Context: an optimization exercise on an open-source flow, tuned for small area. The choices shown serve that exercise and are no tape-out recipe.
Function was checked by simulation only, so behaviour that the tests miss may differ from the original.
Power is estimated from default activity; no workload was simulated.

Design tlb, start of the top module:
module tlb #(
  parameter XLEN = 64,
  parameter TLB_ENTRIES = 8   
) (
  input  wire             clk,
  input  wire             reset_n,
  input  wire             lookup_valid,       
  input  wire [XLEN-1:0]  lookup_vaddr,       
  input  wire             lookup_is_store,    
  input  wire             lookup_is_fetch,    
  output wire             lookup_hit,         
  output wire [XLEN-1:0]  lookup_paddr,       
  output wire             lookup_page_fault,  
  input  wire             update_valid,       
  input  wire [XLEN-1:0]  update_vpn,         
  input  wire [XLEN-1:0]  update_ppn,         
  input  wire [7:0]       update_pte,         
  input  wire [XLEN-1:0]  update_level,       
  input  wire [1:0]       privilege_mode,     
  input  wire             mstatus_sum,        
  input  wire             mstatus_mxr,        
  input  wire             translation_enabled,  
  input  wire             flush_all,          
  input  wire             flush_vaddr,        
  input  wire [XLEN-1:0]  flush_addr          
);
  localparam NE = 8;
  reg  [NE-1:0] tlb_valid;
  reg  [26:0]   tlb_vpn  [0:NE-1];
  reg  [51:0]   tlb_ppn  [0:NE-1];
  reg  [3:0]    tlb_kind [0:NE-1];   
  reg  [2:0]    tlb_replace_idx;
  wire upd_vpn_ok = ~|update_vpn[63:27];
  wire upd_lvl_hi0 = ~|update_level[63:2];
  wire upd_l1 = upd_lvl_hi0 & (update_level[1:0] == 2'd1);
  wire upd_l2 = upd_lvl_hi0 & (update_level[1:0] == 2'd2);
  wire pv = update_pte[0], pr = update_pte[1], pw = update_pte[2];
  wire px = update_pte[3], pu = update_pte[4];
  ...
For scale: ~2000 cells after synthesis, roughly 410 I/O pins.
clock: 12.0 ns
lec_check: 0
cap_margin: 20
core_margin: 2
core_utilization: 40
slew_margin: 20
standard.sh (not shown) runs the stock make flow with config.mk's settings and CLKGATE_MAP_FILE= SYNTH_SCRIPT=/design/flow/synth_recipe.tcl, a recipe that flattens the netlist after the stock synthesis.
==> flow/flow/run.sh <==
#!/bin/bash
# Standard ORFS layout with two changes that only affect area:
#  - ports are buffered with the smallest buffer (sky130_fd_sc_hd__buf_1)
#  - CTS uses small clock buffers and inserts no dummy loads
# Each step's full log stays in orfs/logs/; make's own output goes to make.log.
set -euo pipefail
bash standard.sh \
  BUFFER_PORTS_ARGS="-buffer_cell sky130_fd_sc_hd__buf_1" \
  CTS_ARGS="-sink_clustering_enable -repair_clock_nets -dont_use_dummy_load -buf_list {sky130_fd_sc_hd__clkbuf_4 sky130_fd_sc_hd__clkbuf_8}" \
  finish > make.log 2>&1
Next try:
==> flow/flow/run.sh (replaced) <==
#!/bin/bash
# Standard ORFS layout with these changes, which only affect area:
#  - synthesis maps logic with an area-oriented ABC script (flow/synth.tcl
#    wraps synth_recipe.tcl and swaps in flow/abc_area.script)
#  - ports are buffered with the smallest buffer (sky130_fd_sc_hd__buf_1)
#  - CTS uses clkbuf_8 leaf clock buffers in clusters of at most 14
#    flip-flops, and inserts no dummy loads
# Each step's full log stays in orfs/logs/; make's own output goes to make.log.
set -euo pipefail
export FLOW_ABC_SCRIPT=$PWD/flow/abc_area.script
export FLOW_SYNTH_TCL=$PWD/synth_recipe.tcl
bash standard.sh \
  SYNTH_SCRIPT=$PWD/flow/synth.tcl \
  BUFFER_PORTS_ARGS="-buffer_cell sky130_fd_sc_hd__buf_1" \
  CTS_ARGS="-sink_clustering_enable -repair_clock_nets -dont_use_dummy_load -buf_list {sky130_fd_sc_hd__clkbuf_8} -root_buf sky130_fd_sc_hd__clkbuf_16 -tree_buf sky130_fd_sc_hd__clkbuf_8 -sink_clustering_size 14 -sink_clustering_max_diameter 80" \
  finish > make.log 2>&1
==> flow/flow/abc_area.script (new file) <==
&get -n
&st
&syn2
&dch -f
&nf -R 1000 -F 8 -A 4
&put
==> flow/flow/synth.tcl (new file) <==
# The standard synthesis (synth_recipe.tcl), with one change: the ABC
# mapping step uses an area-oriented script (flow/abc_area.script) in place
# of ORFS's abc_speed.script. Registers are mapped exactly as before.
proc abc {args} {
  set i [lsearch -exact $args -script]
  if { $i >= 0 } {
    lset args [expr { $i + 1 }] $::env(FLOW_ABC_SCRIPT)
  }
  puts "abc: using script $::env(FLOW_ABC_SCRIPT)"

  yosys abc {*}$args
}
source $::env(FLOW_SYNTH_TCL)
--- a/flow/config.mk
+++ b/flow/config.mk
@@ -8,4 +8,4 @@
 export CAP_MARGIN = 20
 export CORE_MARGIN = 2
-export CORE_UTILIZATION = 40
+export CORE_UTILIZATION = 70
 export SLEW_MARGIN = 20
Effect: Routed wire length shrinks by about a fifth. Sequential power barely changes. Fmax fell by a few percent. Cell area went down by a few percent. Worst hold slack is worse by 11 ps. Flip-flop and latch count is unchanged.
Next try:
==> flow/flow/run.sh (replaced) <==
#!/bin/bash
# Standard ORFS layout with two changes that only affect area:
#  - ports are buffered with the smallest buffer (sky130_fd_sc_hd__buf_1)
#  - CTS uses small leaf clock buffers in clusters of at most 9 flip-flops,
#    and inserts no dummy loads
# Each step's full log stays in orfs/logs/; make's own output goes to make.log.
set -euo pipefail
bash standard.sh \
  BUFFER_PORTS_ARGS="-buffer_cell sky130_fd_sc_hd__buf_1" \
  CTS_ARGS="-sink_clustering_enable -repair_clock_nets -dont_use_dummy_load -buf_list {sky130_fd_sc_hd__clkbuf_8} -root_buf sky130_fd_sc_hd__clkbuf_16 -tree_buf sky130_fd_sc_hd__clkbuf_8 -sink_clustering_size 14 -sink_clustering_max_diameter 80" \
  finish > make.log 2>&1
--- a/flow/config.mk
+++ b/flow/config.mk
@@ -6,6 +6,6 @@
 export NUM_CORES = 4
 export LEC_CHECK = 0
-export CAP_MARGIN = 20
+export CAP_MARGIN = 0
 export CORE_MARGIN = 2
 export CORE_UTILIZATION = 70
-export SLEW_MARGIN = 20
+export SLEW_MARGIN = 0
removed: flow/flow/abc_area.script
removed: flow/flow/synth.tcl
- global-route usage went up by 2.2 points
- setup slack improved by 580 ps
- wire length went up by about 11%
- clock power is about the same
- sequential power hardly moves
- synthesized cell count went up by about 13%
- maximum frequency went up by 5.8%
- die area went up by 5.0%
- final cell count went up by 5.2%
- worst hold slack improved by 42 ps
- synthesized area went up by 5.1%
Next try:
--- a/flow/flow/run.sh
+++ b/flow/flow/run.sh
@@ -8,4 +8,4 @@
 bash standard.sh \
   BUFFER_PORTS_ARGS="-buffer_cell sky130_fd_sc_hd__buf_1" \
-  CTS_ARGS="-sink_clustering_enable -repair_clock_nets -dont_use_dummy_load -buf_list {sky130_fd_sc_hd__clkbuf_8} -root_buf sky130_fd_sc_hd__clkbuf_16 -tree_buf sky130_fd_sc_hd__clkbuf_8 -sink_clustering_size 14 -sink_clustering_max_diameter 80" \
+  CTS_ARGS="-sink_clustering_enable -repair_clock_nets -dont_use_dummy_load -buf_list {sky130_fd_sc_hd__clkbuf_4} -root_buf sky130_fd_sc_hd__clkbuf_16 -tree_buf sky130_fd_sc_hd__clkbuf_8 -sink_clustering_size 9 -sink_clustering_max_diameter 80" \
   finish > make.log 2>&1
--- a/flow/config.mk
+++ b/flow/config.mk
@@ -6,6 +6,6 @@
 export NUM_CORES = 4
 export LEC_CHECK = 0
-export CAP_MARGIN = 0
+export CAP_MARGIN = 20
 export CORE_MARGIN = 2
-export CORE_UTILIZATION = 70
-export SLEW_MARGIN = 0
+export CORE_UTILIZATION = 40
+export SLEW_MARGIN = 20
=>
- final area climbs by about 1.8%
- via count decreases by 0.63%
- clock power barely changes
- setup slack improves by 68 ps
- combinational power barely changes

## build 94
Starting RTL as in the previous note.
## tlb
module tlb #(
  parameter XLEN = 64,
  parameter TLB_ENTRIES = 8   
) (
  input  wire             clk,
  input  wire             reset_n,
  input  wire             lookup_valid,       
  input  wire [XLEN-1:0]  lookup_vaddr,       
  input  wire             lookup_is_store,    
  input  wire             lookup_is_fetch,    
  output wire             lookup_hit,         
  output wire [XLEN-1:0]  lookup_paddr,       
  output wire             lookup_page_fault,  
  input  wire             update_valid,       
  input  wire [XLEN-1:0]  update_vpn,         
  input  wire [XLEN-1:0]  update_ppn,         
  input  wire [7:0]       update_pte,         
  input  wire [XLEN-1:0]  update_level,       
  input  wire [1:0]       privilege_mode,     
  input  wire             mstatus_sum,        
  input  wire             mstatus_mxr,        
  input  wire             translation_enabled,  
  input  wire             flush_all,          
  input  wire             flush_vaddr,        
  input  wire [XLEN-1:0]  flush_addr          
);
export LEC_CHECK = 0
export CAP_MARGIN = 20
export CORE_MARGIN = 2
export CORE_UTILIZATION = 70
export SLEW_MARGIN = 20
create_clock -name core_clock -period 12.0 [get_ports {clk}]
==> flow/flow/run.sh <==
#!/bin/bash
# Standard ORFS layout with two changes that only affect area:
#  - ports are buffered with the smallest buffer (sky130_fd_sc_hd__buf_1)
#  - CTS uses small leaf clock buffers in clusters of at most 9 flip-flops,
#    and inserts no dummy loads
# Each step's full log stays in orfs/logs/; make's own output goes to make.log.
set -euo pipefail
bash standard.sh \
  BUFFER_PORTS_ARGS="-buffer_cell sky130_fd_sc_hd__buf_1" \
  CTS_ARGS="-sink_clustering_enable -repair_clock_nets -dont_use_dummy_load -buf_list {sky130_fd_sc_hd__clkbuf_8} -root_buf sky130_fd_sc_hd__clkbuf_16 -tree_buf sky130_fd_sc_hd__clkbuf_8 -sink_clustering_size 14 -sink_clustering_max_diameter 80" \
  finish > make.log 2>&1
Build 94: done, clean on timing, DRC and antenna
Edits applied to the flow inputs when going from build 94 to build 74:
- CORE_UTILIZATION changed from 70 to 40
==> flow/flow/run.sh <==
#!/bin/bash
bash standard.sh > standard.log 2>&1
--- outcome ---
The final critical delay including setup and external delays number comes out lower for build 94 vs build 74. For the clock share of power, build 74 came in 14 points higher than build 94 did. Total power, build 94 and build 74: smaller value in build 94. [diff] cell area, build 74 relative to build 94: regression. Build 94 -> build 74: post-synthesis simple-gate area fraction delta 0, exact match. On utilization: build 74 sits below build 94. In build 74, the non-filler instance count after layout came out about 18% above the value in build 94.
> inputs changed (build 74 -> build 2)
- CORE_UTILIZATION: 40 -> 70
==> flow/flow/run.sh <==
#!/bin/bash
# Standard ORFS layout with these changes, which only affect area:
#  - synthesis maps logic with an area-oriented ABC script (flow/synth.tcl
#    wraps synth_recipe.tcl and swaps in flow/abc_area.script)
#  - ports are buffered with the smallest buffer (sky130_fd_sc_hd__buf_1)
#  - CTS uses clkbuf_8 leaf clock buffers in clusters of at most 14
#    flip-flops, and inserts no dummy loads
# Each step's full log stays in orfs/logs/; make's own output goes to make.log.
set -euo pipefail
export FLOW_ABC_SCRIPT=$PWD/flow/abc_area.script
export FLOW_SYNTH_TCL=$PWD/synth_recipe.tcl
bash standard.sh \
  SYNTH_SCRIPT=$PWD/flow/synth.tcl \
  BUFFER_PORTS_ARGS="-buffer_cell sky130_fd_sc_hd__buf_1" \
  CTS_ARGS="-sink_clustering_enable -repair_clock_nets -dont_use_dummy_load -buf_list {sky130_fd_sc_hd__clkbuf_16} -sink_clustering_size 28 -sink_clustering_max_diameter 100" \
  finish > make.log 2>&1
==> flow/flow/abc_area.script (new file) <==
&get -n
&st
&syn2
&dch -f
&nf -R 1000 -F 8 -A 4
&put
==> flow/flow/synth.tcl (new file) <==
# The standard synthesis (synth_recipe.tcl), with one change: the ABC
# mapping step uses an area-oriented script (flow/abc_area.script) in place
# of ORFS's abc_speed.script. Registers are mapped exactly as before.
proc abc {args} {
  set i [lsearch -exact $args -script]
  if { $i >= 0 } {
    lset args [expr { $i + 1 }] $::env(FLOW_ABC_SCRIPT)
  }
  puts "abc: using script $::env(FLOW_ABC_SCRIPT)"

  yosys abc {*}$args
}
source $::env(FLOW_SYNTH_TCL)
### Flow results
Diff build 74 -> build 2: distinct cell type count after synthesis saw a decrease; overall die area saw a decrease; total number of cells along the worst setup path saw an increase; sequential share of layout area saw an increase. In the metrics for build 74 and build 2, the one carrying the lower highest achievable clock rate is build 2. On count of inserted antenna diode cells, the higher figure sits with build 2, not build 74. Build 2 finished every step from synthesis to the final layout, and the layout passed the timing, DRC and antenna checks. Core util | build 2 vs build 74 | build 2 higher. Diff build 74 -> build 2 | initial DRC count | up by more than a quarter.
> inputs changed (build 2 -> build 36)
==> flow/flow/run.sh <==
#!/bin/bash
# Standard ORFS layout with two changes that only affect area:
#  - ports are buffered with the smallest buffer (sky130_fd_sc_hd__buf_1)
#  - CTS uses clkbuf_8 leaf clock buffers in clusters of at most 14 flip-flops,
#    and inserts no dummy loads
# Each step's full log stays in orfs/logs/; make's own output goes to make.log.
set -euo pipefail
bash standard.sh \
  BUFFER_PORTS_ARGS="-buffer_cell sky130_fd_sc_hd__buf_1" \
  CTS_ARGS="-sink_clustering_enable -repair_clock_nets -dont_use_dummy_load -buf_list {sky130_fd_sc_hd__clkbuf_8} -root_buf sky130_fd_sc_hd__clkbuf_16 -tree_buf sky130_fd_sc_hd__clkbuf_8 -sink_clustering_size 14 -sink_clustering_max_diameter 80" \
  finish > make.log 2>&1
removed: flow/flow/abc_area.script
removed: flow/flow/synth.tcl
==> run notes <==
Build 36 ran to completion and came out clean on the timing, DRC and antenna checks. Build 36 vs. build 2: synthesized cell count has increased; design internal power rose by 0.029 mW; final critical-path setup slack increased 690 ps; routing usage on met3 went up by 3.4 points; total net switching power shows an increase of 5.3%.
Changes in build 72 relative to build 36:
- swapping 70 for 40 in CORE_UTILIZATION
-- flow/flow/run.sh --
<<< build 36, line 3
#  - ports are buffered with the smallest buffer (sky130_fd_sc_hd__buf_1)
#  - CTS uses clkbuf_8 leaf clock buffers in clusters of at most 14 flip-flops,
#    and inserts no dummy loads
>>> build 72, line 3
#  - ports are buffered with the smallest buffer (sky130_fd_sc_hd__buf_1)
#  - CTS uses small leaf clock buffers in clusters of at most 9 flip-flops,
#    and inserts no dummy loads
[summary]
- The clock skew of build 72 falls short of that of build 36 by 32 ps.
- First-pass GRT wire length sits higher in build 72 than in build 36.
- When the final numbers for build 72 and build 36 were put side by side, the vertical die dimension turned out to be smaller in build 36.
- Setup slack in build 72 is larger than in build 36.
- The sum of routed wire length over all layers in build 72 sits about 9% above the value recorded for build 36.
- Final cell area: build 72 above build 36
- Compared with build 36, build 72 degrades post-DP HPWL.
- [build 72] initial antenna violation count rose 13 relative to build 36
- Taking build 36 as the reference, in build 72 sequential share of cell area down 1.1 points; final-layout worst hold slack down 20 ps; clock network fraction of design power up 0.4 points.
- Build 36 vs build 72, launch point of the worst path: lookup_vaddr[18] vs lookup_vaddr[31]
--- input diff build 72..build 44 ---
- CORE_UTILIZATION now 70, was 40
==> flow/flow/run.sh <==
#!/bin/bash
# Standard ORFS layout with these changes, which only affect area:
#  - synthesis maps logic with an area-oriented ABC script (flow/synth.tcl
#    wraps synth_recipe.tcl and swaps in flow/abc_area.script)
#  - ports are buffered with the smallest buffer (sky130_fd_sc_hd__buf_1)
#  - CTS uses clkbuf_8 leaf clock buffers in clusters of at most 14
#    flip-flops, and inserts no dummy loads
# Each step's full log stays in orfs/logs/; make's own output goes to make.log.
set -euo pipefail
export FLOW_ABC_SCRIPT=$PWD/flow/abc_area.script
export FLOW_SYNTH_TCL=$PWD/synth_recipe.tcl
bash standard.sh \
  SYNTH_SCRIPT=$PWD/flow/synth.tcl \
  BUFFER_PORTS_ARGS="-buffer_cell sky130_fd_sc_hd__buf_1" \
  CTS_ARGS="-sink_clustering_enable -repair_clock_nets -dont_use_dummy_load -buf_list {sky130_fd_sc_hd__clkbuf_8} -root_buf sky130_fd_sc_hd__clkbuf_16 -tree_buf sky130_fd_sc_hd__clkbuf_8 -sink_clustering_size 14 -sink_clustering_max_diameter 80" \
  finish > make.log 2>&1
==> flow/flow/abc_area.script (new file) <==
&get -n
&st
&syn2
&dch -f
&nf -R 1000 -F 8 -A 4
&put
==> flow/flow/synth.tcl (new file) <==
# The standard synthesis (synth_recipe.tcl), with one change: the ABC
# mapping step uses an area-oriented script (flow/abc_area.script) in place
# of ORFS's abc_speed.script. Registers are mapped exactly as before.
proc abc {args} {
  set i [lsearch -exact $args -script]
  if { $i >= 0 } {
    lset args [expr { $i + 1 }] $::env(FLOW_ABC_SCRIPT)
  }
  yosys abc {*}$args
}
source $::env(FLOW_SYNTH_TCL)
### Flow results
Non-clock buffer total of the final layout | build 44 below build 72
Looking at wire length reported by the detailed router across both flows, build 44 is the stronger of the two, with build 72 trailing.
Delta (build 44 minus build 72): layout overhead on the synthesized area rose by 0.27 points, average instance area after synthesis higher.

[afterwards: timing with drivers on the ports]
How much do the figures lean on ideal ports? The routed layouts below were timed once more, with nothing changed but the port constraints. Step 1 (the two cells are an assumption about what drives the block):
set clk [get_ports {clk}]
set_driving_cell -lib_cell sky130_fd_sc_hd__clkbuf_16 $clk
set_driving_cell -lib_cell sky130_fd_sc_hd__buf_2 [delete_from_list [all_inputs] $clk]
Step 2, shift: input delay + t, output delay - t, t = (earliest + latest rising clock arrival at the registers) / 2. This alone moves slack from input paths to output paths. a / b / c = ideal ports / drivers / drivers and shift; a / b = the first two.
run	t (ns)	setup WS [ns]	hold slack, ns	worst setup path after step 2
the first run of note 1	0.755	2.121 / 2.089 / 2.089	0.544 / 0.544 / 0.544	input to output
the second run of note 1	0.620	1.389 / 1.360 / 1.360	0.532 / 0.532 / 0.532	input to output
the third run of note 1	0.609	1.974 / 1.942 / 1.942	0.574 / 0.574 / 0.574	input to output
the fourth run of note 1	0.653	2.042 / 2.010 / 2.010	0.550 / 0.550 / 0.550	input to output
build 94	0.611	1.968 / 1.937 / 1.937	0.567 / 0.567 / 0.567	input to output
build 74	0.683	1.370 / 1.334 / 1.334	0.527 / 0.527 / 0.527	input to output
build 2	0.625	1.274 / 1.245 / 1.245	0.529 / 0.529 / 0.529	input to output
build 36	0.611	1.968 / 1.937 / 1.937	0.567 / 0.567 / 0.567	input to output
build 72	0.643	2.160 / 2.127 / 2.127	0.547 / 0.547 / 0.547	input to output
build 44	0.620	1.389 / 1.360 / 1.360	0.532 / 0.532 / 0.532	input to output
After both steps setup and hold are still met in every run listed. For build 74, which loses most, drivers alone change the setup slack by -0.036 ns; drivers and shift together by -0.036 ns.
